Source: an optimization exercise on an open RTL-to-GDS flow (aim: small area). Production flows keep margins and buffers that such runs may drop. The RTL was checked by simulation tests, not by an equivalence proof against the original design. Power and IR drop assume default switching activity.

--- config.mk ---
export PLATFORM = sky130hd
export DESIGN_NAME = uart_top
export DESIGN_NICKNAME = uart_top
export VERILOG_FILES = /design/flow/design.v
export SDC_FILE = /design/flow/constraint.sdc
export NUM_CORES = 4
export LEC_CHECK = 0
export CAP_MARGIN = 20
export CORE_MARGIN = 2
export CORE_UTILIZATION = 40
export SLEW_MARGIN = 20
--- constraint.sdc ---
create_clock -name core_clock -period 20.0 [get_ports {clk}]
set_input_delay 4.0000 -clock core_clock [delete_from_list [all_inputs] [get_ports {clk}]]
set_output_delay 4.0000 -clock core_clock [all_outputs]
set_load 0.01 [all_outputs]
--- design.v ---
`timescale 1ns / 1ps
module fifo_sync #(
    parameter DATA_WIDTH = 8,
    parameter DEPTH = 8,
    parameter ADDR_WIDTH = 3
)(
    input  clk,
    input  rst,
    input  wr_en,
    input  rd_en,
    input  [DATA_WIDTH-1:0] data_in,
    output reg [DATA_WIDTH-1:0] data_out,
    output full,
    output empty
);
reg [DATA_WIDTH-1:0] mem [0:DEPTH-1];
reg [ADDR_WIDTH-1:0] wr_ptr;
reg [ADDR_WIDTH-1:0] rd_ptr;
reg [ADDR_WIDTH:0]   count;
assign empty = (count == 0);
assign full  = (count == DEPTH);
wire do_wr = wr_en && !full;
wire do_rd = rd_en && !empty;
always @(posedge clk) begin
    if (rst) begin
        wr_ptr <= 0;
        rd_ptr <= 0;
        count  <= 0;
    end
    else begin
        if (do_wr) begin
            mem[wr_ptr] <= data_in;
            wr_ptr <= wr_ptr + 1;
        end
        if (do_rd) begin
            data_out <= mem[rd_ptr];
            rd_ptr <= rd_ptr + 1;
        end
        if (do_wr && !do_rd)
            count <= count + 1;
        else if (do_rd && !do_wr)
            count <= count - 1;
    end
end
endmodule
`timescale 1ns / 1ps
module uart_baud_gen
 # (parameter integer  clk_freq  = 50000000,
    parameter integer  baud_rate = 9600 ) 
(
input clk , rst,
output reg baud_tick 
    );
    localparam integer baud_div = clk_freq / baud_rate;
     reg [$clog2(baud_div)-1:0] baud_cnt;
always @(posedge clk)begin
if(rst)
begin 
baud_tick <= 1'b0 ;
baud_cnt <= 1'b0;
end
else
begin
if(baud_cnt == baud_div -1)
begin
baud_cnt <= 1'b0;
baud_tick <= 1'b1;
end
else
begin
baud_cnt <= baud_cnt + 1;
baud_tick <= 1'b0;
 end
 end  
  end
endmodule
`timescale 1ns / 1ps
module uart_tx (
    input  wire clk,
    input  wire rst,
    input  wire baud_tick,
    input  wire tx_start,
    input  wire [7:0] tx_data,
    output reg  tx,
    output reg  tx_busy
);
    localparam [1:0]
        IDLE  = 2'b00,
        START = 2'b01,
        DATA  = 2'b10,
        STOP  = 2'b11;
    reg [1:0] state;
    reg [7:0] shift_reg;
    reg [2:0] bit_cnt;
    always @(posedge clk) begin
        if (rst) begin
            state     <= IDLE;
            tx        <= 1'b1;
            tx_busy  <= 1'b0;
            bit_cnt  <= 3'd0;
            shift_reg<= 8'd0;
        end else begin
            case (state)
                IDLE: begin
                    tx <= 1'b1;
                    tx_busy <= 1'b0;
                    if (tx_start) begin
                        bit_cnt   <= 3'd0;
                        state     <= START;
                        tx_busy   <= 1'b1;
                    end
                end
                START: begin
                    tx <= 1'b0;
                    shift_reg <= tx_data;
                    if (baud_tick)
                        state <= DATA;
                end
                DATA: begin
                    tx <= shift_reg[0];
                    if (baud_tick) begin
                        shift_reg <= shift_reg >> 1;
                        bit_cnt   <= bit_cnt + 1;
                        if (bit_cnt == 3'd7)
                            state <= STOP;
                    end
                end
                STOP: begin
                    tx <= 1'b1;
                    if (baud_tick) begin
                        state    <= IDLE;
                        tx_busy  <= 1'b0;
                    end
                end
            endcase
        end
    end
endmodule
`timescale 1ns / 1ps
module uart_rx (
    input  wire clk,
    input  wire rst,
    input  wire baud_tick,
    input  wire rx,
    output reg  [7:0] rx_data,
    output reg  rx_done
);
    localparam [1:0]
        IDLE  = 2'b00,
        START = 2'b01,
        DATA  = 2'b10,
        STOP  = 2'b11;
    reg [1:0] state;
    reg [7:0] shift_reg;
    reg [2:0] bit_cnt;
    reg       rx_prev;
    always @(posedge clk) begin
        if (rst) begin
            state     <= IDLE;
            shift_reg <= 8'd0;
            bit_cnt   <= 3'd0;
            rx_data   <= 8'd0;
            rx_done   <= 1'b0;
            rx_prev   <= 1'b1;   
        end else begin
            rx_done <= 1'b0;
            rx_prev <= rx;
            case (state)
                IDLE: begin
                    bit_cnt <= 3'd0;
                    if (rx_prev == 1'b1 && rx == 1'b0) begin
                        state <= START;
                    end
                end
                START: begin
                    if (baud_tick) begin
                        if (rx == 1'b0) begin
                            state <= DATA;
                        end else begin
                            state <= IDLE;
                        end
                    end
                end
                DATA: begin
                    if (baud_tick) begin
                        shift_reg <= {rx, shift_reg[7:1]};
                        bit_cnt   <= bit_cnt + 1'b1;
                        if (bit_cnt == 3'd7) begin
                            state <= STOP;
                        end
                    end
                end
                STOP: begin
                    if (baud_tick) begin
                        if (rx == 1'b1) begin
                            rx_data <= shift_reg;
                            rx_done <= 1'b1;   
                        end
                        state <= IDLE;
                    end
                end
            endcase
        end
    end
endmodule
`timescale 1ns / 1ps
module uart_top (
    input  clk,
    input  rst,
    input  rx,
    output tx,
    input  tx_wr_en,
    input  [7:0] tx_wr_data,
    input  rx_rd_en,
    output [7:0] rx_rd_data,
    output tx_full,
    output rx_empty
);
wire baud_tick;
wire tx_busy;
wire tx_start;
wire [7:0] tx_data;
wire rx_done;
wire [7:0] rx_data;
wire tx_fifo_empty;
wire rx_fifo_full;
uart_baud_gen baud_gen (
    .clk(clk),
    .rst(rst),
    .baud_tick(baud_tick)
);
uart_tx tx_inst (
    .clk(clk),
    .rst(rst),
    .baud_tick(baud_tick),
    .tx_start(tx_start),
    .tx_data(tx_data),
    .tx(tx),
    .tx_busy(tx_busy)
);
uart_rx rx_inst (
    .clk(clk),
    .rst(rst),
    .baud_tick(baud_tick),
    .rx(rx),
    .rx_data(rx_data),
    .rx_done(rx_done)
);
fifo_sync tx_fifo (
    .clk(clk),
    .rst(rst),
    .wr_en(tx_wr_en),
    .rd_en(tx_start),
    .data_in(tx_wr_data),
    .data_out(tx_data),
    .full(tx_full),
    .empty(tx_fifo_empty)
);
fifo_sync rx_fifo (
    .clk(clk),
    .rst(rst),
    .wr_en(rx_done),
    .rd_en(rx_rd_en),
    .data_in(rx_data),
    .data_out(rx_rd_data),
    .full(rx_fifo_full),
    .empty(rx_empty)
);
assign tx_start = !tx_busy && !tx_fifo_empty && baud_tick;
endmodule
--- run.sh ---
#!/bin/bash
# synth_recipe.tcl (not shown) runs the flow's synth.tcl, then flattens the netlist and writes it again
# the make line also repeats each setting of config.mk as NAME=value (left out here)
make -C /OpenROAD-flow-scripts/flow DESIGN_CONFIG=/design/flow/config.mk WORK_HOME=/design/flow/orfs CLKGATE_MAP_FILE= SYNTH_SCRIPT=/design/flow/synth_recipe.tcl finish
==> flow_summary.html <==
<table>
<tr><th>Metric</th><th>Value</th></tr>
<tr><th colspan="2">Status</th></tr>
<tr><td>Run status</td><td>timing/DRC/antenna clean</td></tr>
<tr><th colspan="2">Placed design</th></tr>
<tr><td>Post-placement cell area</td><td>~9200 sq um</td></tr>
<tr><td>RePlAce Congestion</td><td>0.769</td></tr>
<tr><td>Count of buffers from port buffering</td><td>23</td></tr>
<tr><td>Sum of net half-perimeters after detailed placement</td><td>10100 microns</td></tr>
<tr><th colspan="2">Yosys</th></tr>
<tr><td>Fraction of post-synthesis cell area in the top cell type by area</td><td>0.498</td></tr>
<tr><td>Area fraction in and, or, nand and nor cells after synthesis</td><td>0.0916</td></tr>
<tr><td>Multiplexer fraction of the synthesized cell area</td><td>0.119</td></tr>
<tr><td>Synthesized-area fraction occupied by xor and xnor cells</td><td>0.0222</td></tr>
<tr><td>Number of flip-flops and latches in the synthesized netlist</td><td>216</td></tr>
<tr><td>Number of distinct library cell variants in the gate-level netlist after synthesis</td><td>47</td></tr>
<tr><td>Ys Warns</td><td>4</td></tr>
<tr><td>Mapped Avg Cell Area</td><td>14.6 sq um</td></tr>
<tr><td>Fraction of the mapped netlist area in adder cells</td><td>0.0320</td></tr>
<tr><td>Commonest register cell after synthesis</td><td>edfxtp_1</td></tr>
<tr><td>Share of synthesized area occupied by flip-flops and latches</td><td>0.663</td></tr>
<tr><td>Post-synth design cell area</td><td>~8700 sq um</td></tr>
<tr><td>Main combinational cell family by area after synthesis</td><td>multiplexers</td></tr>
<tr><td>Share of synthesized flip-flops with an asynchronous set or reset</td><td>0</td></tr>
<tr><td>Post-synth EDFFs</td><td>144</td></tr>
<tr><td>Compound-Gate Fraction of Synth Area</td><td>0.0510</td></tr>
<tr><td>Synthesized instance count</td><td>596</td></tr>
<tr><td>Synth area leader</td><td>edfxtp_1</td></tr>
<tr><td>Largest cells by area after synthesis</td><td>edfxtp_1, dfxtp_1, mux4_2</td></tr>
<tr><td>Post-synth net total</td><td>630</td></tr>
<tr><th colspan="2">Global routing</th></tr>
<tr><td>Vias in the first global route</td><td>4938</td></tr>
<tr><td>Leftover overflow at the end of global routing</td><td>0</td></tr>
<tr><td>Pin count of the biggest net entering global routing</td><td>66</td></tr>
<tr><td>Initial antenna violation count</td><td>0</td></tr>
<tr><td>Global-route usage over all layers</td><td>0.142</td></tr>
<tr><td>Wire length of the first global-routing pass</td><td>about 26000 microns</td></tr>
<tr><th colspan="2">CTS</th></tr>
<tr><td>Post-CTS Setup Bufs</td><td>0</td></tr>
<tr><td>CTS Root Cell</td><td>clkbuf_16</td></tr>
<tr><td>Clock slew seen by the registers of the worst setup and hold paths</td><td>about 0.060 ns</td></tr>
<tr><td>Cells resized by post-CTS repair</td><td>0</td></tr>
<tr><td>Cts-stage hold buffer count</td><td>0</td></tr>
<tr><td>Insertion delay to the later sink of the worst-skew pair</td><td>0.50 ns</td></tr>
<tr><td>Clk buf depth</td><td>3</td></tr>
<tr><td>CTS tree</td><td>done</td></tr>
<tr><td>Number of sinks driven by the clock tree</td><td>216</td></tr>
<tr><td>H-tree depth reported by CTS</td><td>1</td></tr>
<tr><td>Num CTS Buffers</td><td>24</td></tr>
<tr><th colspan="2">Timing</th></tr>
<tr><td>Worst clock skew on the final layout</td><td>approximately 0.012 ns</td></tr>
<tr><td>Fin. max-slew vios</td><td>0</td></tr>
<tr><td>Number of hold-slack violations in the final timing report</td><td>0</td></tr>
<tr><td>Post-route minimum period</td><td>6.23 ns</td></tr>
<tr><td>Setup-violating endpoint count in the final report</td><td>0</td></tr>
<tr><td>Worst slew pin tran</td><td>0.969 ns</td></tr>
<tr><td>Setup_tns</td><td>0 ns</td></tr>
<tr><td>Maximum clock frequency</td><td>approximately 160 MHz</td></tr>
<tr><td>Unrepaired setup endpoints after global routing</td><td>false</td></tr>
<tr><td>Max-slew headroom at the worst pin</td><td>0.352</td></tr>
<tr><td>Final period utilization</td><td>0.311</td></tr>
<tr><th colspan="2">Finish</th></tr>
<tr><td>Largest registers ranked by flip-flop count</td><td>rx_fifo.mem: 64 flops, tx_fifo.mem: 64 flops, baud_gen.baud_cnt: 13 flops</td></tr>
<tr><td>Final cell area excluding filler cells</td><td>9940 sq um</td></tr>
<tr><td>Count of nets after finishing</td><td>659</td></tr>
<tr><td>Commonest cells after routing, fill and taps aside</td><td>edfxtp_1, dfxtp_1, nor2_1, nand2_1, mux4_2</td></tr>
<tr><td>Fraction of layout instances using a drive strength above 1</td><td>0.159</td></tr>
<tr><td>Diode count</td><td>0</td></tr>
<tr><td>Filler Cell Count</td><td>1786</td></tr>
<tr><td>Final core utilization</td><td>0.470</td></tr>
<tr><td>Area growth from synthesis to final layout</td><td>14.4%</td></tr>
<tr><td>Leading cell type in the layout, fill and taps excluded</td><td>edfxtp_1</td></tr>
<tr><th colspan="2">Floorplanning</th></tr>
<tr><td>Effective utilization at floorplan</td><td>0.411</td></tr>
<tr><td>Number of top-level design ports</td><td>24</td></tr>
<tr><td>Std-Cell Rows</td><td>53</td></tr>
<tr><td>Floorplan core area</td><td>~21000 sq um</td></tr>
<tr><td>Total Die Area</td><td>22900 sq um</td></tr>
<tr><td>Height of the chip</td><td>151 microns</td></tr>
<tr><td>Die X</td><td>roughly 150 microns</td></tr>
<tr><th colspan="2">Setup path</th></tr>
<tr><td>Worst Path Required</td><td>16.00 ns</td></tr>
<tr><td>Kind of end point of the critical path</td><td>output pin</td></tr>
<tr><td>Worst Path Max Fanout</td><td>5</td></tr>
<tr><td>Startpoint class of the critical path</td><td>flip-flop</td></tr>
<tr><td>Data arrival at the endpoint of the critical path</td><td>2.23 ns</td></tr>
<tr><td>Class of the most critical setup path</td><td>flip-flop to output pin</td></tr>
<tr><th colspan="2">Drt</th></tr>
<tr><td>Drt first pass iters</td><td>5</td></tr>
<tr><td>Post-route ant nets</td><td>0</td></tr>
<tr><td>Remaining design rule violation count</td><td>0</td></tr>
<tr><td>Overall routed net length</td><td>15500 microns</td></tr>
<tr><td>Detail-routed via count per cell</td><td>5.22</td></tr>
<tr><td>DR iter-0 viols</td><td>366</td></tr>
<tr><td>Routed wire per std cell</td><td>16.9 microns</td></tr>
<tr><td>Via total after detailed routing</td><td>4794</td></tr>
<tr><th colspan="2">Job</th></tr>
<tr><td>Max-capacitance violation count</td><td>0</td></tr>
<tr><th colspan="2">Min path</th></tr>
<tr><td>Path category of the worst min-delay check</td><td>flip-flop to flip-flop</td></tr>
<tr><th colspan="2">Pwr</th></tr>
<tr><td>Static leakage</td><td>3.37 nW</td></tr>
<tr><td>Highest ir drop seen on vdd</td><td>0.0652 mV</td></tr>
<tr><td>Power density cells</td><td>105 nW/um^2</td></tr>
<tr><td>Post-route total power</td><td>1.05 mW</td></tr>
</table>
[layer usage]
metal | vias to the layer above | GRT usage | share of wire
met2 | 83 | 0.240 | 0.49
met3 | 24 | 0.0223 | 0.034
met4 | 0 | 0.0374 | 0.015
li1 | 2294 | - | -
met1 | 2393 | 0.192 | 0.46
met5 | - | 0 | 0
[critical path, cell delays in order, from the launching register on]
cell             delay [ns]
dfxtp_1                0.37
or4b_1                 0.69
inv_1                  0.12
clkdlybuf4s50_1        0.54
[synthesized netlist by cell type, drive strengths merged, types with 4 or more instances]
library cell	number
a211oi	9
a21oi	29
a22o	4
buf	16
clkbuf	11
dfxtp	72
edfxtp	144
ha	19
inv	14
mux2	19
mux2i	10
mux4	32
nand2	43
nand3	21
nand4	5
nor2	67
nor2b	5
nor3	11
o21ai	6
xnor2	10
xor2	12
[worst paths after layout]
kind	from	to	slack (ns)	depth (start not counted)
hold / removal	rx_inst.shift_reg[0]$_SDFFE_PP0P_	rx_inst.shift_reg[0]$_SDFFE_PP0P_	0.45	2
setup reg to reg	rx_fifo.count[3]$_SDFFE_PP0P_	rx_fifo.count[3]$_SDFFE_PP0P_	17.07	10
hold reg to reg	rx_inst.shift_reg[0]$_SDFFE_PP0P_	rx_inst.shift_reg[0]$_SDFFE_PP0P_	0.45	2
setup / recovery	tx_fifo.count[0]$_SDFFE_PP0P_	tx_full	13.77	3
[logic make-up after synthesis]
family	count (synthesis)
mux	61
fa+ha+maj	21
flops	216
compound gates	62
buf+inv	41
simple gates	173
xor+xnor	22
[through the flow]
stage	instances	hold slack, ns	setup slack (ns)
floorplan	596	0.432	14.38
global placement	874	0.445	13.66
detailed placement	874	0.448	13.57
CTS	918	0.456	13.73
global route	918	0.489	13.66
finish	918	0.452	13.77
[report_power, final]
part	total, mW	switching [mW]	internal (mW)
combinational	0.127	0.0634	0.0637
sequential	0.515	0.0199	0.495
clock	0.405	0.164	0.241
total	1.05	0.247	0.800
[area by class of cell]
class,count,area [sq um],area share
Sequential cell,216,5770,0.580
Multi-Input combinational cell,339,2760,0.278
Clock buffer,31,648,0.0652
Tap cell,275,344,0.0346
Timing Repair Buffer,30,278,0.0279
Clock inverter,13,91.3,0.00919
Inverter,14,52.6,0.00529

static timing again, ports no longer ideal:
The flow's constraints put no driver on any port. The routed layout listed below was extracted and timed again, unchanged, in two steps. Step 1 assumes that a clkbuf_16 drives the clock port and a buf_2 every other input. Step 2, shift: input delay + t, output delay - t, t = (earliest + latest rising clock arrival at the registers) / 2. This alone moves slack from input paths to output paths. a / b / c = ideal / step 1 / step 2; a / b = the first two.
shift t [ns]: 0.538
slack for setup (ns): 13.775 / 13.730 / 13.685
worst setup path at the end: input to register
slew at the worst register clock pin (ns): 0.06 / 0.06
After both steps this run still meets setup and hold. For this run, drivers alone change the setup slack by -0.045 ns; drivers and shift together by -0.090 ns.
